Context: an optimization exercise on an open-source flow, tuned for small area. The choices shown serve that exercise and are no tape-out recipe.
The RTL was checked by simulation tests, not by an equivalence proof against the original design.
No driver is modelled on the clock port, so clocking that relies on it looks cheaper here than on a real chip.
Power and IR drop assume default switching activity.

[config.mk]
export PLATFORM = sky130hd
export DESIGN_NAME = uart_string_loopback
export DESIGN_NICKNAME = uart_string_loopback
export VERILOG_FILES = /design/flow/design.v
export SDC_FILE = /design/flow/constraint.sdc
export NUM_CORES = 4
export LEC_CHECK = 0
export CAP_MARGIN = 20
export CORE_MARGIN = 2
export CORE_UTILIZATION = 72
export SLEW_MARGIN = 20
[flow/fixclk.tcl]
# POST_CTS_TCL hook: a clock buffer whose loads see a slow edge (placement
# estimate) is swapped for the next larger clock buffer: a leaf buffer when
# its flip-flop clock pins are slower than th, a buffer driving other clock
# buffers when their inputs are slower than th_tree. Then the placement is
# legalised again.
set th 0.115
set th_tree 0.13
set next {sky130_fd_sc_hd__clkbuf_1 sky130_fd_sc_hd__clkbuf_2 sky130_fd_sc_hd__clkbuf_2 sky130_fd_sc_hd__clkbuf_4 sky130_fd_sc_hd__clkbuf_4 sky130_fd_sc_hd__clkbuf_8 sky130_fd_sc_hd__clkbuf_8 sky130_fd_sc_hd__clkbuf_16}
array set up $next
for {set pass 0} {$pass < 6} {incr pass} {
  estimate_parasitics -placement
  set changed 0
  foreach inst [get_cells *] {
    set m [get_property $inst ref_name]
    if {![info exists up($m)]} continue
    set opin [get_pins -of_objects $inst -filter "direction == output"]
    set net [get_nets -of_objects $opin]
    set ffmx 0
    set bufmx 0
    foreach p [get_pins -of_objects $net -filter "direction == input"] {
      set s [get_property $p slew_max]
      if {[get_property $p lib_pin_name] == "CLK"} {
        if {$s > $ffmx} {set ffmx $s}
      } elseif {[string match "*clkbuf*" [get_property [get_cells -of_objects $p] ref_name]]} {
        if {$s > $bufmx} {set bufmx $s}
      }
    }
    if {$ffmx > $th || $bufmx > $th_tree} {
      puts "fixclk: upsize [get_property $inst name] $m -> $up($m) (slew $ffmx $bufmx)"
      replace_cell $inst $up($m)
      incr changed
    }
  }
  if {$changed == 0} break
}
detailed_placement
check_placement -verbose
estimate_parasitics -placement
[flow/abc_4.abc]
strash
&get -n
&st
&deepsyn -T 20 -S 6
&nf -a -R 1000
&put
topo
dnsize
[flow/run.sh]
#!/bin/bash
# Own layout flow: the standard synthesis, its logic remapped for area (the
# flip-flops untouched), then the standard layout of that netlist. Each tool
# writes its own log here.
set -euo pipefail
W=$PWD
F=$W/flow
LIB=$FLOW_HOME/platforms/sky130hd/lib/sky130_fd_sc_hd__tt_025C_1v80.lib
R=orfs/results/$FLOW_PLATFORM/uart_string_loopback/base

bash standard.sh synth > log_synth.log 2>&1
cp $R/1_2_yosys.v std_synth.v

# remap with each ABC script (in parallel), then take the smallest netlist
# that is proven equal to the standard one; keep the standard netlist if none
python3 $F/mkmap.py $LIB std_synth.v std_map.v > log_mkmap.log 2>&1
NET=$W/std_synth.v
J=0
for a in $F/abc_*.abc; do
  n=$(basename $a .abc)
  RS_LIB=$LIB RS_IN=std_synth.v RS_TOP=$FLOW_TOP RS_MAP=std_map.v RS_ABC=$a \
    RS_OUT=rs_$n.v yosys -c $F/resynth.tcl > log_resynth_$n.log 2>&1 &
  J=$((J+1))
  if (( J % ${NUM_CORES:-4} == 0 )); then wait || true; fi
done
wait || true
for n in $(for l in log_resynth_*.log; do
             a=$(grep "Chip area" $l | tail -1 | awk '{print $NF}')
             [[ -n $a ]] && echo "$a ${l#log_resynth_}"
           done | sort -g | awk '{print $2}'); do
  n=${n%.log}
  if python3 $F/mkmap.py $LIB rs_$n.v rs_${n}_map.v > log_mkmap_$n.log 2>&1 \
     && RS_LIB=$LIB RS_IN=std_synth.v RS_OUT=rs_$n.v RS_TOP=$FLOW_TOP RS_MAP=std_map.v \
       RS_MAP2=rs_${n}_map.v RS_FFMAP=$F/ffmap.v yosys -c $F/equiv.tcl > log_equiv_$n.log 2>&1; then
    NET=$W/rs_$n.v
    break
  fi
done
echo "netlist: $NET"

mv orfs orfs_std
ARGS=("SYNTH_NETLIST_FILES=$NET")
if [[ -f $F/cts_args ]]; then
  ARGS+=("CTS_ARGS=$(cat $F/cts_args)")
fi
if [[ -f $F/make_args ]]; then
  while IFS= read -r line; do
    [[ -n $line ]] && ARGS+=("$line")
  done < $F/make_args
fi
# POST_CTS_TCL: a leaf clock buffer whose flip-flops see a slow clock edge
# gets a larger cell
ARGS+=("POST_CTS_TCL=$F/fixclk.tcl")
bash standard.sh "${ARGS[@]}" finish > log_layout.log 2>&1
test -f out/final.def
[flow/cts_args]
-sink_clustering_enable -repair_clock_nets -dont_use_dummy_load -buf_list sky130_fd_sc_hd__clkbuf_4 -sink_clustering_size 12 -sink_clustering_max_diameter 40
[flow/abc_3.abc]
strash
&get -n
&st
&deepsyn -T 20 -S 3
&nf -a -R 1000
&put
topo
dnsize
[flow/resynth.tcl]
# Map the standard synthesis's logic again, for area. The flip-flops stay as
# they are, with their names and cell types; only the cells between them are
# turned back into plain logic (mkmap.py's map) and mapped again by ABC.
yosys -import
set lib $::env(RS_LIB)
read_liberty -lib $lib
read_verilog $::env(RS_IN)
hierarchy -top $::env(RS_TOP)
techmap -map $::env(RS_MAP)
techmap
opt -purge
abc -liberty $lib -dont_use *lpflow* -dont_use *probe* -script $::env(RS_ABC)
opt_clean -purge
hilomap -singleton -hicell sky130_fd_sc_hd__conb_1 HI -locell sky130_fd_sc_hd__conb_1 LO
splitnets
opt_clean -purge
insbuf -buf sky130_fd_sc_hd__buf_1 A X
stat -liberty $lib
write_verilog -noattr -noexpr -nohex -nodec $::env(RS_OUT)
[flow/abc_5.abc]
strash
&get -n
&st
&deepsyn -T 20 -S 8
&nf -a -R 1000
&put
topo
dnsize
[flow/make_args]
BUFFER_PORTS_ARGS=-buffer_cell sky130_fd_sc_hd__buf_1
[flow/equiv.tcl]
# Prove the remapped netlist does what the standard one does. Both netlists are
# turned into plain logic and flip-flops, which pair by name.
yosys -import
set lib $::env(RS_LIB)
foreach {net map name} [list $::env(RS_IN) $::env(RS_MAP) gold $::env(RS_OUT) $::env(RS_MAP2) gate] {
  yosys design -reset
  read_verilog $net
  read_verilog $map
  read_verilog $::env(RS_FFMAP)
  hierarchy -top $::env(RS_TOP)
  flatten
  yosys proc
  async2sync
  opt_clean
  yosys rename -hide w:_*
  yosys rename $::env(RS_TOP) $name
  yosys design -stash $name
}
yosys design -reset
yosys design -copy-from gold -as gold gold
yosys design -copy-from gate -as gate gate
equiv_make gold gate equiv
hierarchy -top equiv
equiv_simple -seq 2
equiv_induct
equiv_status -assert
[constraint.sdc]
create_clock -name core_clock -period 20.0 [get_ports {clk}]
set_input_delay 4.0000 -clock core_clock [delete_from_list [all_inputs] [get_ports {clk}]]
set_output_delay 4.0000 -clock core_clock [all_outputs]
set_load 0.01 [all_outputs]
[flow/ffmap.v]
module sky130_fd_sc_hd__dfxtp_1 (CLK, D, Q);
  input CLK, D; output reg Q;
  always @(posedge CLK) Q <= D;
endmodule
module sky130_fd_sc_hd__edfxtp_1 (CLK, D, DE, Q);
  input CLK, D, DE; output reg Q;
  always @(posedge CLK) if (DE) Q <= D;
endmodule
module sky130_fd_sc_hd__dfrtp_1 (CLK, D, RESET_B, Q);
  input CLK, D, RESET_B; output reg Q;
  always @(posedge CLK or negedge RESET_B) if (!RESET_B) Q <= 1'b0; else Q <= D;
endmodule
module sky130_fd_sc_hd__dfstp_2 (CLK, D, SET_B, Q);
  input CLK, D, SET_B; output reg Q;
  always @(posedge CLK or negedge SET_B) if (!SET_B) Q <= 1'b1; else Q <= D;
endmodule
[flow/abc_2.abc]
strash
&get -n
&st
&deepsyn -T 20 -S 2
&nf -a -R 1000
&put
topo
dnsize
[standard.sh]
#!/bin/bash
# synth_recipe.tcl (not shown) runs the flow's synth.tcl, then flattens the netlist and writes it again
# the make line also repeats each setting of config.mk as NAME=value (left out here)
make -C /OpenROAD-flow-scripts/flow DESIGN_CONFIG=/design/flow/config.mk WORK_HOME=/design/flow/orfs CLKGATE_MAP_FILE= SYNTH_SCRIPT=/design/flow/synth_recipe.tcl "${@:-finish}"
[flow/abc_1.abc]
strash
&get -n
&st
&deepsyn -T 20 -S 1
&nf -a -R 1000
&put
topo
dnsize
[flow/mkmap.py]
#!/usr/bin/env python3
"""Write a Yosys techmap file that turns each combinational standard cell used in a
netlist into plain logic (its Liberty function), so ABC can map that logic again.
usage: mkmap.py LIB NETLIST OUT"""
import re, sys

lib, netlist, out = sys.argv[1:4]
used = set(re.findall(r'^\s*(sky130_fd_sc_hd__\w+)\s', open(netlist).read(), re.M))

text = open(lib).read()
cells = {}
for m in re.finditer(r'\n\s*cell\s*\(\s*"?(\w+)"?\s*\)\s*\{', text):
    name = m.group(1)
    # find the matching brace
    i = m.end(); depth = 1
    while depth:
        c = text[i]
        if c == '{': depth += 1
        elif c == '}': depth -= 1
        i += 1
    cells[name] = text[m.end():i]

def conv(f):
    f = f.replace('!', '~')
    # liberty allows space as AND between operands; sky130 uses explicit &
    return f

lines = []
for name in sorted(used):
    body = cells.get(name)
    if body is None or re.search(r'\b(ff|latch|statetable)\s*\(', body):
        continue
    pins = []
    for pm in re.finditer(r'\n\s*pin\s*\(\s*"?(\w+)"?\s*\)\s*\{', body):
        j = pm.end(); depth = 1
        while depth:
            c = body[j]
            if c == '{': depth += 1
            elif c == '}': depth -= 1
            j += 1
        pb = body[pm.end():j]
        d = re.search(r'direction\s*:\s*"?(\w+)"?', pb)
        f = re.search(r'\bfunction\s*:\s*"([^"]*)"', pb)
        pins.append((pm.group(1), d.group(1) if d else None, f.group(1) if f else None))
    outs = [p for p in pins if p[1] == 'output']
    if not outs or any(p[2] is None for p in outs):
        continue
    ins = [p for p in pins if p[1] == 'input']
    ports = [p[0] for p in ins] + [p[0] for p in outs]
    lines.append(f'module {name} ({", ".join(ports)});')
    for p in ins:
        lines.append(f'  input {p[0]};')
    for p in outs:
        lines.append(f'  output {p[0]};')
        lines.append(f'  assign {p[0]} = {conv(p[2])};')
    lines.append('endmodule')
open(out, 'w').write('\n'.join(lines) + '\n')
[design.v]
module uart_rx (
    input        clk,
    input        rst_n,
    input        rx,
    output [2:0] label,      
    output reg   hb,
    output       valid       
);
    localparam [3:0] IDLE  = 4'b0000,
                     START = 4'b0001,
                     D0    = 4'b0110,   
                     STOP  = 4'b0111,
                     VALID = 4'b1111;   
    reg [3:0] ph;
    reg       ta;
    reg [2:0] tb;
    reg [4:0] tc;
    wire idle = (ph == IDLE) | (ph == VALID);
    wire data = (ph == D0) | (ph[3] & (ph[2:0] != 3'b111));
    wire term = ta & (&tb) & (&tc);
    assign valid = (ph == VALID);
    assign label = ph[2:0];
    always @(posedge clk or negedge rst_n) begin
        if (!rst_n)
            ph <= IDLE;
        else
            case (ph)
                IDLE, VALID: ph <= rx ? IDLE : START;
                START:   if (term) ph <= rx ? IDLE : D0;
                D0:      if (term) ph <= 4'b1000;
                4'b1110: if (term) ph <= STOP;
                STOP:    if (term) ph <= rx ? VALID : IDLE;
                default: if (term) ph <= ph + 4'd1;
            endcase
    end
    always @(posedge clk) begin
        if (idle) begin
            ta <= 1'b0;
            tb <= 3'b111;
            tc <= 5'b11111;
        end else begin
            ta <= ~ta;
            tb <= {tb[1:0], tb[2] ^ tb[1]};
            tc <= {tc[3:0], tc[4] ^ tc[2]};
        end
        if (data & term)
            hb <= rx;
    end
endmodule
module uart_tx (
    input        clk,
    input        rst_n,
    input        start,      
    input        cap,        
    input        din,
    output [3:0] tph,        
    output reg   frame,
    output reg   tx
);
    reg       ta;
    reg [2:0] tb;
    reg [4:0] tc;
    reg [3:0] ph;            
    reg       nb;
    wire tick = frame & ta & (&tb) & (&tc);
    assign tph = ph;
    always @(posedge clk) begin
        if (!frame) begin
            ta <= 1'b0;
            tb <= 3'b011;
            tc <= 5'b01111;
            ph <= 4'd15;
        end else begin
            ta <= ~ta;
            tb <= {tb[1:0], tb[2] ^ tb[1]};
            tc <= {tc[3:0], tc[4] ^ tc[2]};
            if (tick)
                ph <= ph + 4'd1;
        end
        if (cap)
            nb <= din;
    end
    always @(posedge clk or negedge rst_n) begin
        if (!rst_n) begin
            frame <= 1'b0;
            tx    <= 1'b1;
        end else begin
            if (start)
                frame <= 1'b1;
            else if (tick && ph == 4'd9)
                frame <= 1'b0;
            if (tick)
                tx <= ph[3] ? ~ph[2] : nb;
        end
    end
endmodule
module uart_string_loopback (
    input  wire clk,
    input  wire rst_n,
    input  wire rx,
    output wire tx
);
reg  [255:0] ring;
reg  [7:0]   cnt;
reg  [4:0]   rslot;          
wire       hb, valid, frame;
wire [2:0] label;
wire [3:0] tph;
wire full   = rslot == 5'd0;
wire empty  = rslot == 5'd1;
wire start  = ~frame & ~empty;
wire accept = valid & ~full;
wire sent   = ~frame | (tph != 4'd15 && tph > {1'b0, label});
wire wen    = (cnt == {rslot, label}) & (~full | sent);
wire din    = wen ? hb : ring[255];
wire cap    = cnt == {5'd0, tph[2:0]};
uart_rx uart_rx_inst (
    .clk(clk),
    .rst_n(rst_n),
    .rx(rx),
    .label(label),
    .hb(hb),
    .valid(valid)
);
uart_tx uart_tx_inst (
    .clk(clk),
    .rst_n(rst_n),
    .start(start),
    .cap(cap),
    .din(din),
    .tph(tph),
    .frame(frame),
    .tx(tx)
);
always @(posedge clk) begin
    ring <= {ring[254:0], din};
    cnt  <= cnt + (start ? 8'd249 : 8'd1);
end
always @(posedge clk or negedge rst_n) begin
    if (!rst_n)
        rslot <= 5'd1;
    else if (accept && !start)
        rslot <= rslot + 5'd1;
    else if (start && !accept)
        rslot <= rslot - 5'd1;
end
endmodule
[flow/abc_7.abc]
strash
&get -n
&st
&deepsyn -T 40 -S 1
&nf -a -R 1000
&put
topo
dnsize
[flow/abc_6.abc]
strash
&get -n
&st
&deepsyn -T 20 -S 9
&nf -a -R 1000
&put
topo
dnsize
[flow/abc_8.abc]
strash
dc2
&get -n
&st
&synch2
&nf -a
&put
==> results of run 1 <==
[area by class of cell]
cell class,count,area (µm²),area share [%]
flip-flops and latches,299,6060,82.0
multi-input cells,136,832,11.3
well taps,129,161,2.18
clock buffers,29,290,3.92
repair buffers,3,11.3,0.152
inverters,10,37.5,0.508
[power by group through the flow]
stage          Sequential (mW)  Combinational [mW]  Clock [mW]
2_1_floorplan            0.610         0.000000328           0
3_3_place_gp             0.610            0.000621           0
3_5_place_dp             0.610            0.000648           0
5_1_grt                  0.596            0.000721       0.285
6_report                 0.596            0.000594       0.257
[per-stage QoR]
stage / instance area (µm²) / hold WS, ns
final: 7400 / 0.292
after global routing: 7400 / 0.301
after detailed placement: 7110 / 0.312
after global placement: 7110 / 0.311
after floorplan: 6930 / 0.310
[per-layer routing]
layer	share of wire, %	global-route usage [%]
met5	0	0
met4	2.3	7.59
met3	4.0	5.27
met2	46	27.9
met1	48	25.1
[sequential cells by signal (all words and copies together) (netlist names)]
| register | cells |
|---|---|
| cnt | 8 |
| ring | 256 |
| rslot | 5 |
| uart_rx_inst.hb | 1 |
| uart_rx_inst.ph | 4 |
| uart_rx_inst.ta | 1 |
| uart_rx_inst.tb | 3 |
| uart_rx_inst.tc | 5 |
| uart_tx_inst.frame | 1 |
| uart_tx_inst.nb | 1 |
| uart_tx_inst.ph | 4 |
| uart_tx_inst.ta | 1 |
| uart_tx_inst.tb | 3 |
| uart_tx_inst.tc | 5 |
| uart_tx_inst.tx | 1 |
[worst max-delay path by stage]
stage,end,startpoint,cells past startpoint,slack (ns)
2_1_floorplan,uart_rx_inst.ph[2],rx,5,15.10
3_3_place_gp,uart_rx_inst.ph[2],rx,6,14.91
3_5_place_dp,uart_rx_inst.ph[2],rx,6,14.88
5_1_grt,tx,uart_tx_inst.tx,1,14.76
6_report,tx,uart_tx_inst.tx,1,14.80
==> impl_metrics.yaml, run 1 <==
run_status:
  run_status: "finished clean"
setup_path:
  cell_type_group_with_the_largest_total_delay_on_the_critical_path: "flip-flops"
  worstReg2RegStart: "rslot[1]"
  crit_chain: "buf_1"
  cp.required_ns: 16.00
  timing.critical_path.arrival_ns: 1.20
  timing.critical_path.buf_inv: 1
  cp_peak_stage_delay_ns: 0.54
  criticalPathCategory: "reg2out"
  slowest_stage: "dfstp_2"
  crit_fanout: 2
  rr_endpoint: "cnt[6]"
  ff2ff_setup_slack_ns: 17.26
  cp-end-kind: "output port"
  cp-start-kind: "register"
  r2r_cells: 6
place:
  place_inst: 577
  placement.setup.worst_slack_ns: 14.88
  placement.io_buffers: 3
  routabilityCongestion: 0.837
  place.detailed.hpwl_um: 4940
power:
  vdd_drop_max_uv: 83.2
  switching_portion_of_total_power_pct: 19.1
  power_mw: 0.853
  p_switching_mw: 0.163
  clock_power_share_pct: 30.1
  internal_power_mw: 0.690
  p_comb_share_pct: 0.1
  seq_power_share_pct: 69.9
  cellPowerDensity_nw_per_um2: 115
  p_leak_nw: 2.93
timing:
  worst-slew-pin-transition_ns: 0.917
  final_min_period_over_clock_period_pct: 26.0
  aggregate_negative_setup_slack_ns: 0
  timing.final.ws_setup_ns: 14.80
  max-slew-margin-rel_pct: 38.3
  finish_stage_setup_viols: 0
  grt_setup_unrepaired: "false"
  report.final.slew_viol_count: 0
  final_skew_ns: 0.0371
  report.final.hold_viol_count: 0
  finalCriticalPeriod_ns: 5.20
  maxClockFrequency_ghz: 0.192
detailed_routing:
  postRouteAntennaNets: 0
  routed-via-count: 3006
  detail_route.first_pass.iterations: 4
  routed_via_density: 4.96
  route.detailed.drc: 0
  wl_per_cell_um: 14.6
  drt_wl_total_um: 8850
  first_iter_violations: 76
cts:
  worst_skew_pair.late_latency_ns: 0.51
  clock_input_transition_at_the_sequential_cells_of_the_worst_setup_and_hold_paths_ns: 0.11
  cts.sink_count: 299
  cts_tree: "built"
worst_hold_path:
  min-delay-path-class: "reg2reg"
  hold_start: "ring[88]"
  hold-path-cell-count: 0
  whs_endpoint: "ring[89]"
cells_and_area:
  layout.nets: 482
  layout.core_utilization_pct: 79.7
  final_common_cell: "dfxtp_1"
  fraction_of_layout_instances_using_a_drive_strength_above_1_pct: 6.50
  layout_common_cells: "dfxtp_1 (286), clkbuf_4 (21), nand2_1 (16), o21ai_0 (14), xnor2_1 (14)"
  finish.cell_count_without_fillers: 606
  fillerInstances: 493
  ant_diodes: 0
  layout-area-overhead-vs-synth_pct: 6.68
global_route:
  via_count_of_the_first_global_routing_pass: 3116
  grt_pass1_wl_um: 14700
  track_usage_pct: 18.3
  grt_antenna_before_repair: 0
  globalRouteOverflowTotal: 0
  pin_count_of_the_biggest_net_entering_global_routing: 21
job:
  cap_viol_max_count: 0
logic_synthesis:
  syn_nets: 448
  synthCells: 445
  cell_area_after_synthesis_um2: 6930
  yosysWarningCount: 0
  syn-mean-instance-area_um2: 15.6
floorplan:
  total_die_area_um2: 10400
  fp.dieW_um: 102
  boundaryPins: 4
  core.rowCount: 35
  core_um2: 9280
  die_y_um: 102
  initial_utilization_pct: 74.7
==> inputs of run 2 (changes only) <==
==> flow/cts_args (replaced) <==
-sink_clustering_enable -repair_clock_nets -dont_use_dummy_load -buf_list sky130_fd_sc_hd__clkbuf_4 -sink_clustering_size 15 -sink_clustering_max_diameter 45
==> run 2 against run 1 <==
Register-to-register slack better by 0.14 ns. Non-clock buffer count stayed put. Critical endpoint unchanged. Area after synthesis stayed put. Critical path type unchanged. Sequential power hardly changed.
==> impl_metrics.yaml, run 2 <==
run_status:
  run_status: "finished clean"
setup_path:
  cp-start-kind: "register"
  criticalPathCategory: "reg2out"
  crit_fanout: 2
  cp_peak_stage_delay_ns: 0.54
  slowest_stage: "dfstp_2"
  crit_chain: "buf_1"
  timing.critical_path.arrival_ns: 1.20
  cp-end-kind: "output port"
  timing.critical_path.buf_inv: 1
  cp.required_ns: 16.00
  cell_type_group_with_the_largest_total_delay_on_the_critical_path: "flip-flops"
cells_and_area:
  layout.nets: 477
  largest_register_ffs: 256
  ant_diodes: 0
  final_common_cell: "dfxtp_1"
  layout.area.seq_um2: 6060
  layout_top_registers: "ring (256), cnt (8)"
  fillerInstances: 485
  layout-area-overhead-vs-synth_pct: 7.22
  layout_common_cells: "dfxtp_1 (286), clkbuf_8 (18), nand2_1 (16), o21ai_0 (14), xnor2_1 (14)"
  max_flop_register: "ring"
  fraction_of_layout_instances_using_a_drive_strength_above_1_pct: 5.51
  multi_input_comb_area_um2: 832
detailed_routing:
  drt_wl_total_um: 8920
  routed-via-count: 2967
  route.detailed.drc: 0
  routed_via_density: 4.94
  postRouteAntennaNets: 0
  first_iter_violations: 96
  wl_per_cell_um: 14.8
  detail_route.first_pass.iterations: 4
power:
  cellPowerDensity_nw_per_um2: 117
  p_leak_nw: 2.94
  vdd_drop_max_uv: 82.6
place:
  routabilityCongestion: 0.837
  placement.io_buffers: 3
  place.detailed.hpwl_um: 4940
  placement.setup.worst_slack_ns: 14.88
timing:
  finish_stage_setup_viols: 0
  final_skew_ns: 0.0213
  report.final.hold_viol_count: 0
  final_min_period_over_clock_period_pct: 26.0
  finalCriticalPeriod_ns: 5.20
  grt_setup_unrepaired: "false"
  timing.final.ws_setup_ns: 14.80
  report.final.slew_viol_count: 0
  maxClockFrequency_ghz: 0.192
  aggregate_negative_setup_slack_ns: 0
  worst-slew-pin-transition_ns: 0.914
  max-slew-margin-rel_pct: 38.5
job:
  cap_viol_max_count: 0
cts:
  worst_skew_pair.late_latency_ns: 0.54
  cts_tree: "built"
  clock_input_transition_at_the_sequential_cells_of_the_worst_setup_and_hold_paths_ns: 0.10
  cts.sink_count: 299
logic_synthesis:
  syn_nets: 448
  yosysWarningCount: 0
  synthCells: 445
  syn-mean-instance-area_um2: 15.6
  cell_area_after_synthesis_um2: 6930
global_route:
  via_count_of_the_first_global_routing_pass: 3029
  track_usage_pct: 18.3
  grt_pass1_wl_um: 14500
  globalRouteOverflowTotal: 0
  pin_count_of_the_biggest_net_entering_global_routing: 21
  grt_antenna_before_repair: 0
floorplan:
  core_um2: 9280
  core.rowCount: 35
  boundaryPins: 4
  fp.dieW_um: 102
  initial_utilization_pct: 74.7
  die_y_um: 102
  total_die_area_um2: 10400
worst_hold_path:
  min-delay-path-class: "reg2reg"
## run 2: changes by cell type in the layout (fill, tap and decap cells not counted), sizes merged
cell	delta
clkbuf	-5
## run 2: path summary, 6_finish.rpt
| kind | depth (start not counted) | slack, ns | end | start |
|---|---|---|---|---|
| max in group asynchronous | 1 | 16.09 | rslot[3] | rst_n |
| setup reg to reg | 6 | 17.40 | cnt[6] | rslot[1] |
| hold / removal | 0 | 0.31 | ring[78] | ring[77] |
| min in group asynchronous | 1 | 3.48 | uart_rx_inst.ph[0] | rst_n |
| setup / recovery | 1 | 14.80 | tx | uart_tx_inst.tx |
| hold reg to reg | 0 | 0.31 | ring[78] | ring[77] |
## run 2: layer usage
metal  GRT usage, %  part of all wire, %
met5              0                    0
met1           25.6                   48
met2           28.4                   46
met4           6.56                  2.3
met3           4.51                  3.5
## run 2: through the flow
step                      cell area [µm²]  hold slack, ns  total power [mW]  cells  util (%)
after floorplan                      6930           0.310             0.610    445         -
after global placement               7110           0.311             0.610    577      76.5
final                                7430           0.310             0.867    601      80.1
after global routing                 7430           0.316             0.893    601      80.1
after detailed placement             7110           0.312             0.610    577      76.5
## run 2: where the power goes
group	switching, mW	internal [mW]
logic	0.000542	0.0000836
registers	0	0.596
clock network	0.163	0.109
total	0.163	0.704
## run 2: cell type report
cell class | instances | share of cell area (%)
Sequential cell | 299 | 81.6
Multi-Input combinational cell | 136 | 11.2
Clock buffer | 24 | 4.41
Tap cell | 129 | 2.17
Inverter | 10 | 0.505
Timing Repair Buffer | 3 | 0.151

[static timing again, ports no longer ideal]
No port has a modelled driver above. Below, the same layouts with a new extraction and two added sets of constraints.
Step 1, drivers: a clkbuf_16 drives clk and a buf_2 each remaining input, both assumed.
Step 2, shift: input delay + t, output delay - t, t = (earliest + latest rising clock arrival at the registers) / 2. This alone moves slack from input paths to output paths.
Slacks: ideal ports / drivers / drivers and shift; pairs: ideal ports / drivers.
run | shift t [ns] | setup slack, ns | worst setup path after step 2 | worst register clock-pin slew, ns | pins driven straight from the clock port
run 1 | 0.532 | 14.802 / 14.770 / 14.866 | input to register | 0.12 / 0.12 | 1
run 2 | 0.550 | 14.800 / 14.769 / 14.839 | input to register | 0.10 / 0.10 | 1
After both steps setup and hold are still met in every run listed.
